Context: an optimization exercise on an open-source flow, tuned for small area. The choices shown serve that exercise and are no tape-out recipe. The RTL was checked by simulation tests, not by an equivalence proof against the original design. No driver is modelled on the clock port, so clock power and skew are understated where the tree is cut down; a real chip needs a root buffer or a tree. Power and IR drop assume default switching activity.

==> inputs of tundra <==
==> flow/design.v <==
module Wlaz_kot(
  input iCLK,
  input iRST,
  output oSOUND
);
  reg [14:0] rT;
  wire dtick = (rT == 15'b010110101101000);
  wire fb = ~(rT[13] ^ rT[14]);
  always @(posedge iCLK)
    if (iRST) rT <= 15'b100001010010100;
    else if (dtick) rT <= 15'd0;
    else rT <= {~rT[13:0], fb};
  reg [1:0] ph;
  reg [3:0] g;
  reg [1:0] r;
  wire pend = g[3] & r[0] & ((ph == 2'd1) ? (g[0] & ~r[1]) : r[1]);
  always @(posedge iCLK)
    if (iRST) begin
      ph <= 0; g <= 0; r <= 2'd1;
    end else if (dtick) begin
      if (pend) begin
        ph <= ph + 2'd1; g <= 0; r <= 0;
      end else
        {g, r} <= {g, r} + 6'd1;
    end
  wire g_lt7 = ~g[3] & ~(g[2] & g[1] & g[0]);
  wire r3 = r[1] & r[0];
  wire r0 = ~r[1] & ~r[0];
  wire r2 = r[1] & ~r[0];
  wire en = ph[1] ? (g_lt7 ? r0 : ~r3)
                  : (g_lt7 ? ~r3 : (g[3] & g[0] ? r0 : r2));
  wire sA = ph[1] ? (g == 4'd8 & ~ph[0]) : (g == 4'd0);
  wire sB = ph[1] ? (g == 4'd7) : (g == 4'd1 | g == 4'd2);
  wire sC = ~ph[1] & (g == 4'd3);
  wire sD = ~ph[1] & (g == 4'd4 | g == 4'd5);
  wire sE = ph[1] ? (g == 4'd8 & ph[0]) : (g == 4'd6);
  wire sZ = ~(sA | sB | sC | sD | sE);
  reg [13:0] rC;
  reg rS;
  wire mA = rC[13:3] == 11'b00000011111;
  wire mB = ~rC[13] & ~rC[12] & rC[8] & rC[5] & rC[2] & rC[1] & rC[0];
  wire mC = rC == 14'd279;
  wire mD = rC[8] & rC[6] & rC[3] & rC[2];
  wire mE = rC[8] & rC[6] & rC[5] & rC[4] & rC[2];
  wire match = sA & mA | sB & mB | sC & mC | sD & mD | sE & mE | sZ & (&rC);
  always @(posedge iCLK)
    if (iRST) begin
      rC <= 0; rS <= 0;
    end else if (en) begin
      rC <= match ? 14'd0 : rC + 14'd1;
      rS <= rS ^ match;
    end else
      rS <= 0;
  assign oSOUND = rS;
endmodule
==> flow/flow/run.sh <==
#!/bin/bash
# Own flow: the standard layout (standard.sh's make command), with
#  - synthesis run NSYN times in parallel, each with Yosys's ABC step given an area-oriented
#    script (rounds of &deepsyn with a different seed, then amap) in place of ORFS's; the
#    synthesis with the smallest cell area is kept and the layout continues from it,
#  - no separate half/full-adder mapping (ABC maps the adders with the rest of the logic),
#  - after clock tree synthesis, the tree replaced by ONEBUF_N clock buffers fed straight from
#    the clock port, each driving one cluster of flip-flops (flow/onebuf.tcl),
#  - port buffers of the smallest buffer cell.
# Each synthesis logs to syn_K.log (and syn_K/logs), the layout to flow.log (and orfs/logs).
set -euo pipefail
W=$(pwd)
export ONEBUF_CELL=sky130_fd_sc_hd__clkbuf_8
export ONEBUF_N=3
NSYN=4
EXTRA="ADDER_MAP_FILE= 'CTS_ARGS=-sink_clustering_enable -repair_clock_nets -dont_use_dummy_load' POST_CTS_TCL=$W/flow/onebuf.tcl 'BUFFER_PORTS_ARGS=-buffer_cell sky130_fd_sc_hd__buf_1'"
for k in $(seq 1 $NSYN); do
  {
    for r in 0 1 2 3 4; do printf 'strash\n&get -n\n&deepsyn -T 20 -S %d\n&put\namap\n' $((k + 10 * r)); done
    echo topo
  } > area_$k.abc
  {
    head -n 1 synth_recipe.tcl
    echo "proc abc {args} { set i [lsearch -exact \$args -script]; if {\$i >= 0} { set args [lreplace \$args \$i [expr {\$i+1}] -script $W/area_$k.abc] }; yosys abc {*}\$args }"
    tail -n +2 synth_recipe.tcl
  } > my_synth_$k.tcl
  sed -e "s|SYNTH_SCRIPT=[^ ]*|SYNTH_SCRIPT=$W/my_synth_$k.tcl $EXTRA|" -e "s|WORK_HOME=[^ ]*|WORK_HOME=$W/syn_$k|" standard.sh > syn_$k.sh
  bash syn_$k.sh synth > syn_$k.log 2>&1 &
done
wait
best=0; bestarea=0
for k in $(seq 1 $NSYN); do
  f=syn_$k/reports/$FLOW_PLATFORM/Wlaz_kot/base/synth_stat.txt
  [[ -f $f ]] || continue
  a=$(grep -m1 "Chip area" $f | awk '{print $NF}')
  echo "synthesis $k: $a" >> synth_pick.log
  if [[ $best == 0 ]] || awk -v a="$a" -v b="$bestarea" 'BEGIN { exit !(a < b) }'; then best=$k; bestarea=$a; fi
done
echo "kept synthesis $best ($bestarea)" >> synth_pick.log
mkdir -p orfs
cp -a syn_$best/. orfs/
sed -e "s|SYNTH_SCRIPT=[^ ]*|SYNTH_SCRIPT=$W/my_synth_$best.tcl $EXTRA|" standard.sh > my_standard.sh
bash my_standard.sh > flow.log 2>&1
==> flow/flow/onebuf.tcl <==
# Replace the clock tree that CTS built with a single clock buffer driving every flip-flop.
# The clock port then drives only that buffer's input.
set cell $::env(ONEBUF_CELL)
set block [ord::get_db_block]
set db [ord::get_db]
set port [$block findBTerm iCLK]
set rootnet [$port getNet]
# the clock network: nets reached from the port through buffers
set bufs {}
set sinks {}
set todo [list $rootnet]
set nets {}
while {[llength $todo] > 0} {
  set n [lindex $todo 0]
  set todo [lrange $todo 1 end]
  lappend nets $n
  foreach it [$n getITerms] {
    if {![$it isInputSignal]} { continue }
    set inst [$it getInst]
    set m [[$inst getMaster] getName]
    if {[string match "*clkbuf*" $m] || [string match "*clkinv*" $m] || [string match "*_buf_*" $m]} {
      lappend bufs $inst
      foreach o [$inst getITerms] {
        if {[$o isOutputSignal] && [$o getNet] ne "NULL"} { lappend todo [$o getNet] }
      }
    } else {
      lappend sinks $it
    }
  }
}
puts "onebuf: [llength $bufs] clock buffers, [llength $sinks] sinks"
foreach it $sinks { $it disconnect }
foreach inst $bufs {
  foreach it [$inst getITerms] { if {[$it getNet] ne "NULL" && [$it getNet] ne $rootnet} { set nn [$it getNet]; $it disconnect; if {[llength [$nn getITerms]] == 0} { odb::dbNet_destroy $nn } } }
  odb::dbInst_destroy $inst
}
set master [$db findMaster $cell]
$rootnet setSigType CLOCK
# k-means on the sinks' positions, one buffer per cluster
set nclu $::env(ONEBUF_N)
set pts {}
foreach it $sinks { set bb [[$it getInst] getBBox]; lappend pts [list [expr {([$bb xMin] + [$bb xMax]) / 2.0}] [expr {([$bb yMin] + [$bb yMax]) / 2.0}]] }
set sorted [lsort -real -index 0 $pts]
set cent {}
for {set k 0} {$k < $nclu} {incr k} { lappend cent [lindex $sorted [expr {int(($k + 0.5) * [llength $sorted] / $nclu)}]] }
for {set iter 0} {$iter < 50} {incr iter} {
  set asg {}
  foreach p $pts {
    set best 0; set bd 1e30
    for {set k 0} {$k < $nclu} {incr k} {
      set c [lindex $cent $k]
      set d [expr {abs([lindex $p 0] - [lindex $c 0]) + abs([lindex $p 1] - [lindex $c 1])}]
      if {$d < $bd} { set bd $d; set best $k }
    }
    lappend asg $best
  }
  set nc {}
  for {set k 0} {$k < $nclu} {incr k} {
    set sx 0; set sy 0; set n 0
    foreach p $pts a $asg { if {$a == $k} { set sx [expr {$sx + [lindex $p 0]}]; set sy [expr {$sy + [lindex $p 1]}]; incr n } }
    if {$n > 0} { lappend nc [list [expr {$sx / $n}] [expr {$sy / $n}]] } else { lappend nc [lindex $cent $k] }
  }
  set cent $nc
}
for {set k 0} {$k < $nclu} {incr k} {
  set b [odb::dbInst_create $block $master clkbuf_leaf_$k]
  set cn [odb::dbNet_create $block clknet_leaf_$k]
  $cn setSigType CLOCK
  [$b findITerm A] connect $rootnet
  [$b findITerm X] connect $cn
  set n 0
  foreach it $sinks a $asg { if {$a == $k} { $it connect $cn; incr n } }
  set c [lindex $cent $k]
  $b setLocation [expr {int([lindex $c 0])}] [expr {int([lindex $c 1])}]
  $b setPlacementStatus PLACED
  puts "onebuf: leaf $k drives $n sinks"
}
detailed_placement
check_placement
estimate_parasitics -placement
==> flow/standard.sh <==
#!/bin/bash
# synth_recipe.tcl (not shown) runs the flow's synth.tcl, then flattens the netlist and writes it again
# the make line also repeats each setting of config.mk as NAME=value (left out here)
make -C /OpenROAD-flow-scripts/flow DESIGN_CONFIG=/design/flow/config.mk WORK_HOME=/design/flow/orfs CLKGATE_MAP_FILE= SYNTH_SCRIPT=/design/flow/synth_recipe.tcl "${@:-finish}"
==> flow/config.mk <==
export PLATFORM = sky130hd
export DESIGN_NAME = Wlaz_kot
export DESIGN_NICKNAME = Wlaz_kot
export VERILOG_FILES = /design/flow/design.v
export SDC_FILE = /design/flow/constraint.sdc
export NUM_CORES = 4
export LEC_CHECK = 0
export CAP_MARGIN = 20
export CORE_AREA = 2.3 2.72 57.5 59.84
export DIE_AREA = 0 0 59.8 62.56
export PLACE_DENSITY = 0.8
export SLEW_MARGIN = 20
==> flow/constraint.sdc <==
create_clock -name core_clock -period 10.0 [get_ports {iCLK}]
set_input_delay 2.0000 -clock core_clock [delete_from_list [all_inputs] [get_ports {iCLK}]]
set_output_delay 2.0000 -clock core_clock [all_outputs]
set_load 0.01 [all_outputs]
==> violet (differences from tundra) <==
==> flow/flow/run.sh (replaced) <==
#!/bin/bash
# Own flow: the standard layout (standard.sh's make command), with
#  - Yosys's ABC step given an area-oriented mapping script (flow/area.abc: rounds of &deepsyn
#    with fixed seeds and iteration limits, so the result is repeatable, then amap) in place of ORFS's,
#  - no separate half/full-adder mapping (ABC maps the adders with the rest of the logic),
#  - after clock tree synthesis, the tree replaced by ONEBUF_N clock buffers fed straight from
#    the clock port, each driving one cluster of flip-flops (flow/onebuf.tcl),
#  - port buffers of the smallest buffer cell.
# Each tool's output goes to the ORFS logs under orfs/logs; make's own output to flow.log.
set -euo pipefail
W=$(pwd)
export ONEBUF_CELL=sky130_fd_sc_hd__clkbuf_8
export ONEBUF_N=2
{
  head -n 1 synth_recipe.tcl
  echo "proc abc {args} { set i [lsearch -exact \$args -script]; if {\$i >= 0} { set args [lreplace \$args \$i [expr {\$i+1}] -script $W/flow/area.abc] }; yosys abc {*}\$args }"
  tail -n +2 synth_recipe.tcl
} > my_synth.tcl
sed -e "s|SYNTH_SCRIPT=[^ ]*|SYNTH_SCRIPT=$W/my_synth.tcl ADDER_MAP_FILE= 'CTS_ARGS=-sink_clustering_enable -repair_clock_nets -dont_use_dummy_load' POST_CTS_TCL=$W/flow/onebuf.tcl 'BUFFER_PORTS_ARGS=-buffer_cell sky130_fd_sc_hd__buf_1'|" standard.sh > my_standard.sh
bash my_standard.sh > flow.log 2>&1
==> flow/flow/area.abc (new file) <==
strash
&get -n
&deepsyn -J 200 -S 5
&put
amap
strash
&get -n
&deepsyn -J 200 -S 71
&put
amap
strash
&get -n
&deepsyn -J 200 -S 17
&put
amap
strash
&get -n
&deepsyn -J 200 -S 37
&put
amap
strash
&get -n
&deepsyn -J 200 -S 53
&put
amap
topo
--- a/flow/config.mk
+++ b/flow/config.mk
@@ -9,4 +9,4 @@
 export CORE_AREA = 2.3 2.72 57.5 59.84
 export DIE_AREA = 0 0 59.8 62.56
-export PLACE_DENSITY = 0.8
+export PLACE_DENSITY = 0.95
 export SLEW_MARGIN = 20
==> comparison table <==
Fill count: tundra 305; violet 296
Sum of net half-perimeters after detailed placement: tundra 1940 µm; violet 1860 µm
Gate count of the mapped netlist: tundra 176; violet 179
Post-placement worst setup slack: tundra 6.14 ns; violet 6.78 ns
Sequential fraction of the synthesis area: tundra 51.4%; violet 52.5%
Metal1 wirelength: tundra 1270 µm; violet 1250 µm
Number of global-route vias before repair: tundra 1078; violet 1001
Highest clock rate: tundra 254 MHz; violet 305 MHz
Result of the run: tundra complete, no violations; violet complete, no violations
Vias: tundra 1207; violet 1198
Clock latency (worst-skew pair): tundra 0.15 ns; violet 0.17 ns
Cell area after synthesis: tundra 1480 µm²; violet 1450 µm²
Levels on crit path: tundra 23; violet 17
Synth top area share: tundra 51.4%; violet 52.5%
R2r startpoint: tundra g[0]; violet g[2]
Worst R2R Setup Slack: tundra 6.06 ns; violet 6.72 ns
End point of the critical path: tundra rC[12]; violet rC[13]
Post-route design area: tundra 1570 µm²; violet 1530 µm²
Clock group share of total power: tundra 27.8%; violet 24.3%
Slew Limit Headroom: tundra 60.9%; violet 64.7%
No run of this note takes its clock network from TritonCTS; it comes from the design's own scripts or RTL.

[re-timing with driven ports]
How much do the figures lean on ideal ports? The routed layouts below were timed once more, with nothing changed but the port constraints.
Step 1 assumes that a clkbuf_16 drives the clock port and a buf_2 every other input.
Step 2 times the ports against the registers' clock, not the clock port: input delays grow and output delays shrink by t, the midpoint of the rising clock arrivals with the driver on.
Three values: no drivers, after step 1, after step 2; two values: the first two.
run | t, ns | slack for setup (ns) | worst setup path after step 2 | worst data-port slew with drivers (ns)
tundra | 0.183 | 6.056 / 6.056 / 6.056 | register to register | 0.03
violet | 0.194 | 6.718 / 6.718 / 6.718 | register to register | 0.03
After both steps every run listed still meets setup and hold.
